This design comes from an exercise in tuning for small area on the open sky130 flow, not from production work. RTL that was checked went through simulation tests only; none was proved equivalent to the original. No activity file was given, so power comes from the tool's default toggle rates.

==> v7: inputs <==
// ekf_est
module ekf_est (
    clk,
    n_rst,
    start,
    init,
    mode,
    i_b,
    v_t,
    ready,
    ekf_vrc,
    ekf_soc,
    ekf_done
);
input clk, n_rst;
input start;
input init;
input mode;
input [4:0] i_b;
input [23:0] v_t;
output ready;
output [23:0] ekf_vrc;
output [23:0] ekf_soc;
output ekf_done;
localparam [23:0] TH4_1 = 24'h03645a, TH4_2 = 24'h011d14, TH4_3 = 24'h01fbe7;
localparam [23:0] TH5_1 = 24'h5d2474, TH5_2 = 24'h688659, TH5_3 = 24'h53d3c3;
localparam [23:0] A4_F = 24'h6aff26, A4_S = 24'hadf77e;
localparam [23:0] A42_F = 24'h597b91, A42_S = 24'h348cd8;
localparam [23:0] B1_F = 24'hff463e, B1_S = 24'hf8be67;
localparam [23:0] B2_F = 24'h00b729, B2_S = 24'h0727a3;
localparam [23:0] DT_F = 24'h03ea03, DT_S = 24'h0a5753;
localparam [23:0] QC = 24'h000346;       
localparam [23:0] SOC_CH = 24'h010000, SOC_DIS = 24'h640000;
localparam [4:0] S_IDLE = 5'd0, S_A = 5'd1, S_B = 5'd2, S_C = 5'd3, S_D = 5'd4,
                 S_E = 5'd5, S_F = 5'd6, S_G = 5'd7, S_H = 5'd8, S_I = 5'd9,
                 S_J = 5'd10, S_K = 5'd11, S_L = 5'd12, S_M = 5'd13, S_N = 5'd14,
                 S_O = 5'd15, S_P = 5'd16, S_INIT = 5'd17, S_DONE = 5'd18;
reg [4:0] st;
reg [6:0] c;
reg [6:0] lastc;
always @(*) begin
    case (st)
        S_A: lastc = 7'd56;
        S_B: lastc = 7'd51;
        S_C, S_G, S_J, S_K: lastc = 7'd47;
        S_D: lastc = 7'd73;
        S_E, S_F, S_H, S_I, S_M, S_O: lastc = 7'd47;
        S_L: lastc = 7'd48;
        S_N, S_P: lastc = 7'd71;
        S_INIT: lastc = 7'd23;
        default: lastc = 7'd0;
    endcase
end
wire last = (c == lastc);
wire accept = (st == S_IDLE) && start;
always @(posedge clk or negedge n_rst) begin
    if (!n_rst) begin
        st <= S_IDLE;
        c <= 7'd0;
    end else if (st == S_IDLE) begin
        c <= 7'd0;
  ...
clock: 20.0 ns
lec_check: 0
abc_area: 1
cap_margin: 20
core_margin: 2
core_utilization: 30
cts_buf_list: sky130_fd_sc_hd__clkbuf_4
place_density: 0.45
slew_margin: 20
run.sh (not shown) runs the stock make flow with config.mk's settings and CLKGATE_MAP_FILE= SYNTH_SCRIPT=/design/flow/synth_recipe.tcl, a recipe that flattens the netlist after the stock synthesis.
==> v9: changes against v7 <==
--- a/flow/design.v
+++ b/flow/design.v
@@ -37,17 +37,18 @@
                  S_O = 5'd15, S_P = 5'd16, S_INIT = 5'd17, S_DONE = 5'd18;
 reg [4:0] st;
 reg [6:0] c;
 reg [6:0] lastc;
 always @(*) begin
     case (st)
         S_A: lastc = 7'd56;
         S_B: lastc = 7'd51;
-        S_C, S_G, S_J, S_K: lastc = 7'd47;
+        S_C, S_K: lastc = 7'd47;
+        S_G, S_J: lastc = 7'd48;
         S_D: lastc = 7'd73;
         S_E, S_F, S_H, S_I, S_M, S_O: lastc = 7'd47;
         S_L: lastc = 7'd48;
         S_N, S_P: lastc = 7'd71;
         S_INIT: lastc = 7'd23;
         default: lastc = 7'd0;
     endcase
 end
@@ -73,17 +74,18 @@
 assign ekf_done = (st == S_DONE);
 reg [23:0] XS, XR, P1, P2, P3, P4;
 reg [24:0] VT;
 reg [4:0] IBS;
 reg FAST;
 reg [1:0] BAND;
 reg [47:0] D;
 reg [23:0] K1, K2;
-reg [23:0] ACCA, ACCB;
+reg [23:0] ACCA;
+reg [24:0] ACCB;
 reg [4:0] MSACC;
 reg NEGF;
 assign ekf_soc = XS;
 wire K1Z = (K1 == 24'h800000);
 wire K2Z = (K2 == 24'h800000);
 assign ekf_vrc = XR;
 wire [6:0] xsi = XS[22:16];
 wire [1:0] band_x = (xsi < 7'h14) ? 2'd0 : ((xsi <= 7'h5f) ? 2'd1 : 2'd2);
@@ -150,34 +152,34 @@
         S_L: begin cb = K2Z ? 24'd0 : K2; sb_raw = VT[0]; b_on = (c <= 7'd24); b_msb = (c == 7'd24); end
         S_N, S_P: begin cb = K2Z ? 24'd0 : K2; b_neg = 1'b1; sb_raw = D[0]; b_on = (c <= 7'd47); b_msb = (c == 7'd47); end
         S_G, S_J: begin cb = K2; end
         default: ;
     endcase
 end
 reg seen_b;
 wire sb = divm | (b_on & sb_raw & (~b_msb | seen_b));
-wire subb = divm ? ~(ACCB[23] ^ K2[23]) : (b_msb ^ b_neg);
+wire subb = divm ? ~(ACCB[24] ^ K2[23]) : (b_msb ^ b_neg);
 wire [24:0] addb = ({25{sb}} & {cb[23], cb}) ^ {25{subb}};
-wire [24:0] ainb = divm ? {ACCB, D[47]} : {ACCB[23], ACCB};
+wire [24:0] ainb = ACCB;
 reg [24:0] sumb;
 reg cyb;
 integer ib;
 always @(*) begin
     cyb = subb;
     for (ib = 0; ib < 25; ib = ib + 1) begin
         sumb[ib] = ainb[ib] ^ addb[ib] ^ cyb;
         cyb = (ainb[ib] & addb[ib]) | (ainb[ib] & cyb) | (addb[ib] & cyb);
     end
 end
 wire pb = sumb[0];
 wire kbzero = (K2 == 24'd0);
 wire qbit = ~sumb[24] | kbzero;
 always @(posedge clk) begin
-    ACCB <= last ? 24'd0 : (divm ? sumb[23:0] : sumb[24:1]);
+    ACCB <= last ? 25'd0 : (divm ? {sumb[23:0], D[47]} : {sumb[24], sumb[24:1]});
     seen_b <= last ? 1'b0 : (seen_b | (b_on & sb_raw & ~b_msb));
 end
 function cbit;
     input [23:0] k;
     input [6:0] cc;
     input [6:0] off;
     integer i;
     reg r;
- CORE_UTILIZATION: 30 -> 60
- CTS_BUF_LIST: sky130_fd_sc_hd__clkbuf_4 -> sky130_fd_sc_hd__clkbuf_2 sky130_fd_sc_hd__clkbuf_4 sky130_fd_sc_hd__clkbuf_8
- PLACE_DENSITY: 0.45 -> 0.7
==> v8: changes against v7 <==
--- a/flow/design.v
+++ b/flow/design.v
@@ -39,18 +39,17 @@
 reg [6:0] c;
 reg [6:0] lastc;
 always @(*) begin
     case (st)
         S_A: lastc = 7'd56;
         S_B: lastc = 7'd51;
         S_C, S_G, S_J, S_K: lastc = 7'd47;
         S_D: lastc = 7'd73;
-        S_E, S_F, S_H, S_I, S_M, S_O: lastc = 7'd47;
-        S_L: lastc = 7'd48;
+        S_E, S_F, S_H, S_I, S_L, S_M, S_O: lastc = 7'd48;
         S_N, S_P: lastc = 7'd71;
         S_INIT: lastc = 7'd23;
         default: lastc = 7'd0;
     endcase
 end
 wire last = (c == lastc);
 wire accept = (st == S_IDLE) && start;
 always @(posedge clk or negedge n_rst) begin
@@ -71,152 +70,127 @@
 end
 assign ready = (st == S_IDLE);
 assign ekf_done = (st == S_DONE);
 reg [23:0] XS, XR, P1, P2, P3, P4;
 reg [24:0] VT;
 reg [4:0] IBS;
 reg FAST;
 reg [1:0] BAND;
-reg [47:0] D;
+reg [48:0] D;
 reg [23:0] K1, K2;
 reg [23:0] ACCA, ACCB;
 reg [4:0] MSACC;
 reg NEGF;
 assign ekf_soc = XS;
-wire K1Z = (K1 == 24'h800000);
-wire K2Z = (K2 == 24'h800000);
 assign ekf_vrc = XR;
 wire [6:0] xsi = XS[22:16];
 wire [1:0] band_x = (xsi < 7'h14) ? 2'd0 : ((xsi <= 7'h5f) ? 2'd1 : 2'd2);
 wire fast_x = mode ? (xsi > 7'd70) : (XS[22:21] == 2'b00);
 wire [1:0] hb = (st >= S_M) ? band_x : BAND;
 wire [23:0] TH4 = (hb == 2'd0) ? TH4_1 : ((hb == 2'd1) ? TH4_2 : TH4_3);
+wire [23:0] TH5 = (BAND == 2'd0) ? TH5_1 : ((BAND == 2'd1) ? TH5_2 : TH5_3);
 wire [23:0] A4 = FAST ? A4_F : A4_S;
 wire [23:0] A42 = FAST ? A42_F : A42_S;
 always @(posedge clk) begin
     if (accept) begin
         FAST <= init ? mode : fast_x;
         BAND <= band_x;
         IBS <= (i_b == 5'b10000) ? 5'd0 : i_b;
     end
 end
 reg [23:0] ca;
-reg a_neg, sa_raw, a_on, a_msb;
+reg a_neg, sa_raw;
+reg [6:0] da, ea;
 always @(*) begin
-    ca = TH4; a_neg = 1'b0; sa_raw = 1'b0;
-    a_on = (c <= 7'd23); a_msb = (c == 7'd23);
+    ca = TH4; a_neg = 1'b0; sa_raw = 1'b0; da = 7'd0; ea = 7'd23;
     case (st)
-        S_A: begin sa_raw = XS[0]; a_on = (c >= 7'd7) && (c <= 7'd30); a_msb = (c == 7'd30); end
+        S_A: begin sa_raw = XS[0]; da = 7'd7; ea = 7'd30; end
         S_B: begin ca = A4; sa_raw = P2[0]; end
         S_C: begin ca = A4; sa_raw = P3[0]; end
         S_D, S_E, S_M: begin sa_raw = P1[0]; end
         S_H: begin sa_raw = P3[0]; end
         S_O: begin sa_raw = P2[0]; end
-        S_L: begin ca = K1Z ? 24'd0 : K1; sa_raw = VT[0]; a_on = (c <= 7'd24); a_msb = (c == 7'd24); end
-        S_N, S_P: begin ca = K1Z ? 24'd0 : K1; a_neg = 1'b1; sa_raw = D[0]; a_on = (c <= 7'd47); a_msb = (c == 7'd47); end
+        S_L: begin ca = (K1 == 24'h800000) ? 24'd0 : K1; sa_raw = VT[0]; ea = 7'd24; end
+        S_N, S_P: begin ca = (K1 == 24'h800000) ? 24'd0 : K1; a_neg = 1'b1; sa_raw = D[0]; ea = 7'd48; end
         default: ;
     endcase
 end
 reg seen_a;
+wire a_on = (c >= da) && (c <= ea);
+wire a_msb = (c == ea);
 wire sa = a_on & sa_raw & (~a_msb | seen_a);
 wire suba = a_msb ^ a_neg;
 wire [24:0] adda = ({25{sa}} & {ca[23], ca}) ^ {25{suba}};
-wire [24:0] aina = {ACCA[23], ACCA};
-reg [24:0] suma;
-reg cya;
-integer ia;
-always @(*) begin
-    cya = suba;
-    for (ia = 0; ia < 25; ia = ia + 1) begin
-        suma[ia] = aina[ia] ^ adda[ia] ^ cya;
-        cya = (aina[ia] & adda[ia]) | (aina[ia] & cya) | (adda[ia] & cya);
-    end
-end
+wire [24:0] suma = {ACCA[23], ACCA} + adda + {24'd0, suba};
 wire pa = suma[0];
 always @(posedge clk) begin
     ACCA <= last ? 24'd0 : suma[24:1];
     seen_a <= last ? 1'b0 : (seen_a | (a_on & sa_raw & ~a_msb));
 end
 reg [23:0] cb;
-reg b_neg, sb_raw, b_on, b_msb;
+reg b_neg, sb_raw;
+reg [6:0] db, eb;
 reg WREG;
 wire divm = (st == S_G) || (st == S_J);
 always @(*) begin
-    cb = A4; b_neg = 1'b0; sb_raw = 1'b0;
-    b_on = (c <= 7'd23); b_msb = (c == 7'd23);
+    cb = A4; b_neg = 1'b0; sb_raw = 1'b0; db = 7'd0; eb = 7'd23;
     case (st)
         S_A, S_B: begin sb_raw = XR[0]; end
         S_C: begin cb = A42; sb_raw = P4[0]; end
-        S_D: begin cb = TH4; sb_raw = WREG; b_on = (c >= 7'd1) && (c <= 7'd49); b_msb = (c == 7'd49); end
-        S_L: begin cb = K2Z ? 24'd0 : K2; sb_raw = VT[0]; b_on = (c <= 7'd24); b_msb = (c == 7'd24); end
-        S_N, S_P: begin cb = K2Z ? 24'd0 : K2; b_neg = 1'b1; sb_raw = D[0]; b_on = (c <= 7'd47); b_msb = (c == 7'd47); end
+        S_D: begin cb = TH4; sb_raw = WREG; db = 7'd1; eb = 7'd49; end
+        S_L: begin cb = (K2 == 24'h800000) ? 24'd0 : K2; sb_raw = VT[0]; eb = 7'd24; end
+        S_N, S_P: begin cb = (K2 == 24'h800000) ? 24'd0 : K2; b_neg = 1'b1; sb_raw = D[0]; eb = 7'd48; end
         S_G, S_J: begin cb = K2; end
         default: ;
     endcase
 end
 reg seen_b;
+wire b_on = (c >= db) && (c <= eb);
+wire b_msb = (c == eb);
 wire sb = divm | (b_on & sb_raw & (~b_msb | seen_b));
 wire subb = divm ? ~(ACCB[23] ^ K2[23]) : (b_msb ^ b_neg);
 wire [24:0] addb = ({25{sb}} & {cb[23], cb}) ^ {25{subb}};
 wire [24:0] ainb = divm ? {ACCB, D[47]} : {ACCB[23], ACCB};
-reg [24:0] sumb;
-reg cyb;
-integer ib;
-always @(*) begin
-    cyb = subb;
-    for (ib = 0; ib < 25; ib = ib + 1) begin
-        sumb[ib] = ainb[ib] ^ addb[ib] ^ cyb;
-        cyb = (ainb[ib] & addb[ib]) | (ainb[ib] & cyb) | (addb[ib] & cyb);
-    end
-end
+wire [24:0] sumb = ainb + addb + {24'd0, subb};
 wire pb = sumb[0];
 wire kbzero = (K2 == 24'd0);
 wire qbit = ~sumb[24] | kbzero;
 always @(posedge clk) begin
     ACCB <= last ? 24'd0 : (divm ? sumb[23:0] : sumb[24:1]);
     seen_b <= last ? 1'b0 : (seen_b | (b_on & sb_raw & ~b_msb));
 end
-function cbit;
-    input [23:0] k;
-    input [6:0] cc;
-    input [6:0] off;
-    integer i;
-    reg r;
-    begin
-        r = 1'b0;
-        for (i = 0; i < 24; i = i + 1)
-            if (k[i]) r = r | (cc == off + i);
-        cbit = r;
-    end
-endfunction
-reg ms_bit, subs;
+reg ms_on;
+reg [6:0] kms;
+reg [23:0] msc;
 always @(*) begin
-    ms_bit = 1'b0; subs = 1'b0;
+    ms_on = 1'b0; kms = c - 7'd23; msc = B1_F;
     case (st)
-        S_A: begin ms_bit = FAST ? cbit(DT_F, c, 7'd23) : cbit(DT_S, c, 7'd23); end
-        S_B: begin ms_bit = FAST ? cbit(B2_F, c, 7'd23) : cbit(B2_S, c, 7'd23); end
-        S_C: begin ms_bit = FAST ? cbit(B1_F, c, 7'd0) : cbit(B1_S, c, 7'd0); subs = (c == 7'd23); end
+        S_A: begin ms_on = (c >= 7'd23) && (c <= 7'd46); msc = FAST ? DT_F : DT_S; end
+        S_B: begin ms_on = (c >= 7'd23) && (c <= 7'd46); msc = FAST ? B2_F : B2_S; end
+        S_C: begin ms_on = (c <= 7'd23); kms = c; msc = FAST ? B1_F : B1_S; end
         default: ;
     endcase
 end
+wire ms_bit = ms_on & msc[kms[4:0]];
+wire subs = ms_on & (kms[4:0] == 5'd23);
 wire [5:0] adds = ({6{ms_bit}} & {IBS[4], IBS}) ^ {6{subs}};
-wire [5:0] ains = {MSACC[4], MSACC};
-reg [5:0] sums;
-reg cys;
-integer is;
-always @(*) begin
-    cys = subs;
-    for (is = 0; is < 6; is = is + 1) begin
-        sums[is] = ains[is] ^ adds[is] ^ cys;
-        cys = (ains[is] & adds[is]) | (ains[is] & cys) | (adds[is] & cys);
-    end
-end
+wire [5:0] sums = {MSACC[4], MSACC} + adds + {5'd0, subs};
 wire ps = sums[0];
 always @(posedge clk) MSACC <= last ? 5'd0 : sums[5:1];
+function cbit;
+    input [23:0] k;
+    input [6:0] cc;
+    input [6:0] off;
+    reg [6:0] t;
+    begin
+        t = cc - off;
+        cbit = (cc >= off) && (t <= 7'd23) && k[t[4:0]];
+    end
+endfunction
 reg f1_x, f1_sm, f2_x, f3_x;
 always @(*) begin
     f1_x = 1'b0; f1_sm = 1'b0;
     case (st)
         S_D: f1_x = P3[0];
         S_E: f1_x = P2[0];
         S_H: f1_x = P4[0];
         S_M: begin f1_x = P3[0]; f1_sm = 1'b1; end
@@ -250,17 +224,17 @@
 wire dn_out = D[0] ^ (NEGF & nseen);
 always @(*) begin
     x1 = 1'b0; y1 = 1'b0; i1 = 1'b0;
     x2 = 1'b0; y2 = 1'b0; i2 = 1'b0;
     x3 = 1'b0; y3 = 1'b0; i3 = 1'b0;
     x4 = 1'b0; y4 = 1'b0; i4 = 1'b0; act4 = 1'b1;
     case (st)
         S_A: begin
-            x1 = pa; y1 = (BAND == 2'd0) ? cbit(TH5_1, c, 7'd25) : (BAND == 2'd1) ? cbit(TH5_2, c, 7'd25) : cbit(TH5_3, c, 7'd25);
+            x1 = pa; y1 = cbit(TH5, c, 7'd25);
             x2 = s1; y2 = pb; i2 = 1'b1;
             x3 = s2; y3 = ps; i3 = 1'b1;
             x4 = VT[0]; y4 = vn_out; act4 = vn_act || (c == 7'd55) || (c == 7'd56);
         end
         S_B: begin x1 = pb; y1 = ps; end
         S_C: begin
             x1 = pb; y1 = cbit(QC, c, 7'd23);
             x2 = (c >= 7'd7) & XS[0]; y2 = ps;
@@ -323,17 +297,17 @@
 always @(*) begin
     shXS = 1'b0; shXR = 1'b0; shP1 = 1'b0; shP2 = 1'b0; shP3 = 1'b0; shP4 = 1'b0;
     shVT = 1'b0; shK1 = 1'b0; shK2 = 1'b0;
     inXS = XS[0]; inXR = XR[0]; inP1 = P1[0]; inP2 = P2[0]; inP3 = P3[0]; inP4 = P4[0];
     inVT = s4; inK1 = dn_out; inK2 = dn_out; inD = D[0];
     case (st)
         S_INIT: begin
             shXS = 1'b1; shXR = 1'b1; shP1 = 1'b1; shP2 = 1'b1; shP3 = 1'b1; shP4 = 1'b1;
-            inXS = FAST ? cbit(SOC_CH, c, 7'd0) : cbit(SOC_DIS, c, 7'd0);
+            inXS = cbit(FAST ? SOC_CH : SOC_DIS, c, 7'd0);
             inXR = 1'b0; inP2 = 1'b0; inP3 = 1'b0;
             inP1 = cbit(QC, c, 7'd0); inP4 = cbit(QC, c, 7'd0);
         end
         S_A: begin
             shXS = win(c, 7'd7, 7'd30);
             shXR = win(c, 7'd0, 7'd23);
             shVT = act4;
         end
@@ -399,14 +373,14 @@
     if (shP1) P1 <= {inP1, P1[23:1]};
     if (shP2) P2 <= {inP2, P2[23:1]};
     if (shP3) P3 <= {inP3, P3[23:1]};
     if (shP4) P4 <= {inP4, P4[23:1]};
     if (shK1) K1 <= {inK1, K1[23:1]};
     if (shK2) K2 <= {inK2, K2[23:1]};
     if (accept) VT <= {v_t[23], v_t};
     else if (shVT) VT <= {inVT, VT[24:1]};
-    if (divm) D <= {D[46:0], qbit};
-    else D <= {inD, D[47:1]};
+    if (divm) D <= {D[47:0], qbit};
+    else D <= {inD, D[48:1]};
     if ((st == S_E || st == S_H) && (c == 7'd47)) NEGF <= s1;
     else if (divm && last) NEGF <= NEGF ^ K2[23];
 end
 endmodule
- ABC_AREA: 1 -> not set
- CTS_BUF_LIST: sky130_fd_sc_hd__clkbuf_4 -> not set
==> v35: changes against v7 <==
--- a/flow/design.v
+++ b/flow/design.v
@@ -37,17 +37,18 @@
                  S_O = 5'd15, S_P = 5'd16, S_INIT = 5'd17, S_DONE = 5'd18;
 reg [4:0] st;
 reg [6:0] c;
 reg [6:0] lastc;
 always @(*) begin
     case (st)
         S_A: lastc = 7'd56;
         S_B: lastc = 7'd51;
-        S_C, S_G, S_J, S_K: lastc = 7'd47;
+        S_C, S_K: lastc = 7'd47;
+        S_G, S_J: lastc = 7'd48;
         S_D: lastc = 7'd73;
         S_E, S_F, S_H, S_I, S_M, S_O: lastc = 7'd47;
         S_L: lastc = 7'd48;
         S_N, S_P: lastc = 7'd71;
         S_INIT: lastc = 7'd23;
         default: lastc = 7'd0;
     endcase
 end
@@ -73,17 +74,18 @@
 assign ekf_done = (st == S_DONE);
 reg [23:0] XS, XR, P1, P2, P3, P4;
 reg [24:0] VT;
 reg [4:0] IBS;
 reg FAST;
 reg [1:0] BAND;
 reg [47:0] D;
 reg [23:0] K1, K2;
-reg [23:0] ACCA, ACCB;
+reg [23:0] ACCA;
+reg [24:0] ACCB;
 reg [4:0] MSACC;
 reg NEGF;
 assign ekf_soc = XS;
 wire K1Z = (K1 == 24'h800000);
 wire K2Z = (K2 == 24'h800000);
 assign ekf_vrc = XR;
 wire [6:0] xsi = XS[22:16];
 wire [1:0] band_x = (xsi < 7'h14) ? 2'd0 : ((xsi <= 7'h5f) ? 2'd1 : 2'd2);
@@ -150,34 +152,34 @@
         S_L: begin cb = K2Z ? 24'd0 : K2; sb_raw = VT[0]; b_on = (c <= 7'd24); b_msb = (c == 7'd24); end
         S_N, S_P: begin cb = K2Z ? 24'd0 : K2; b_neg = 1'b1; sb_raw = D[0]; b_on = (c <= 7'd47); b_msb = (c == 7'd47); end
         S_G, S_J: begin cb = K2; end
         default: ;
     endcase
 end
 reg seen_b;
 wire sb = divm | (b_on & sb_raw & (~b_msb | seen_b));
-wire subb = divm ? ~(ACCB[23] ^ K2[23]) : (b_msb ^ b_neg);
+wire subb = divm ? ~(ACCB[24] ^ K2[23]) : (b_msb ^ b_neg);
 wire [24:0] addb = ({25{sb}} & {cb[23], cb}) ^ {25{subb}};
-wire [24:0] ainb = divm ? {ACCB, D[47]} : {ACCB[23], ACCB};
+wire [24:0] ainb = ACCB;
 reg [24:0] sumb;
 reg cyb;
 integer ib;
 always @(*) begin
     cyb = subb;
     for (ib = 0; ib < 25; ib = ib + 1) begin
         sumb[ib] = ainb[ib] ^ addb[ib] ^ cyb;
         cyb = (ainb[ib] & addb[ib]) | (ainb[ib] & cyb) | (addb[ib] & cyb);
     end
 end
 wire pb = sumb[0];
 wire kbzero = (K2 == 24'd0);
 wire qbit = ~sumb[24] | kbzero;
 always @(posedge clk) begin
-    ACCB <= last ? 24'd0 : (divm ? sumb[23:0] : sumb[24:1]);
+    ACCB <= last ? 25'd0 : (divm ? {sumb[23:0], D[47]} : {sumb[24], sumb[24:1]});
     seen_b <= last ? 1'b0 : (seen_b | (b_on & sb_raw & ~b_msb));
 end
 function cbit;
     input [23:0] k;
     input [6:0] cc;
     input [6:0] off;
     integer i;
     reg r;
==> flow/flow/run.sh (new file) <==
#!/bin/bash
set -euo pipefail
export CTS_ARGS="-sink_clustering_enable -repair_clock_nets -dont_use_dummy_load -buf_list {sky130_fd_sc_hd__clkbuf_2 sky130_fd_sc_hd__clkbuf_4 sky130_fd_sc_hd__clkbuf_8}"
bash standard.sh > standard_flow.log 2>&1
==> flow/standard.sh (new file) <==
#!/bin/bash
# synth_recipe.tcl (not shown) runs the flow's synth.tcl, then flattens the netlist and writes it again
# the make line also repeats each setting of config.mk as NAME=value (left out here)
make -C /OpenROAD-flow-scripts/flow DESIGN_CONFIG=/design/flow/config.mk WORK_HOME=/design/flow/orfs CLKGATE_MAP_FILE= SYNTH_SCRIPT=/design/flow/synth_recipe.tcl "${@:-finish}"
- CORE_UTILIZATION: 30 -> 60
- CTS_BUF_LIST: sky130_fd_sc_hd__clkbuf_4 -> sky130_fd_sc_hd__clkbuf_2 sky130_fd_sc_hd__clkbuf_4 sky130_fd_sc_hd__clkbuf_8
- PLACE_DENSITY: 0.45 -> 0.7
removed: flow/run.sh
==> notes.md <==
quantity	v9	v8	v7	v35
Worst reg2reg path startpoint	st[0]	st[1]	c[5]	st[0]
First drt pass iteration count	9	7	6	8
Count of multi-input gates	1,166	1,478	1,199	1,166
Data-path buffer share of cell area in the final layout	4.86%	4.97%	4.65%	4.89%
Met1 Usage GRT	38.5%	22.6%	21.4%	38.4%
P_leak	8.15 nW	8.51 nW	8.33 nW	7.91 nW
Register cell area after layout	0.00946 mm^2	0.00946 mm^2	0.00944 mm^2	0.00946 mm^2
Worst-case hold path end point	P3[20]	P4[11]	P1[16]	P3[20]
Status	timing/DRC/antenna clean	timing/DRC/antenna clean	timing/DRC/antenna clean	timing/DRC/antenna clean
Arrival time at the worst endpoint	13,230 ps	8520 ps	13,700 ps	13,190 ps
Global-route wire length before repair	64,400 um	82,500 um	72,300 um	64,100 um
Total placed instance area	0.0182 mm^2	0.0207 mm^2	0.0187 mm^2	0.0182 mm^2
Final cell count without fillers	2,327	2,922	2,800	2,276
Only the layout flow was run in v9 and v35; the RTL was not checked for function there.

## static timing again, ports no longer ideal
In the flow no input, the clock included, has a driving cell. The finished layouts below were timed again as built, in two steps. Step 1: set_driving_cell puts a clkbuf_16 on clk and a buf_2 on each other input, an assumption about the parent block. Step 2 adds t to the input delays and takes it off the output delays; t is the mean of the earliest and latest rising clock arrival at the registers after step 1. Input paths then give back, and output paths get back, about the clock's delay inside the block. Three values: ideal, step 1, step 2; two values: the first two.
run	t, ns	setup WS [ns]	worst hold slack (ns)	worst register clock-pin slew, ns	worst data-port slew with drivers (ns)
v7	0.871	7.056 / 7.056 / 7.056	0.397 / 0.397 / 0.397	0.08 / 0.08	0.04
v9	0.631	7.220 / 7.220 / 7.220	0.411 / 0.411 / 0.411	0.07 / 0.07	0.04
v8	0.633	11.801 / 11.801 / 11.801	0.414 / 0.414 / 0.414	0.07 / 0.07	0.05
v35	0.599	7.260 / 7.260 / 7.260	0.395 / 0.395 / 0.395	0.06 / 0.06	0.05
After both steps every run listed still meets setup and hold.
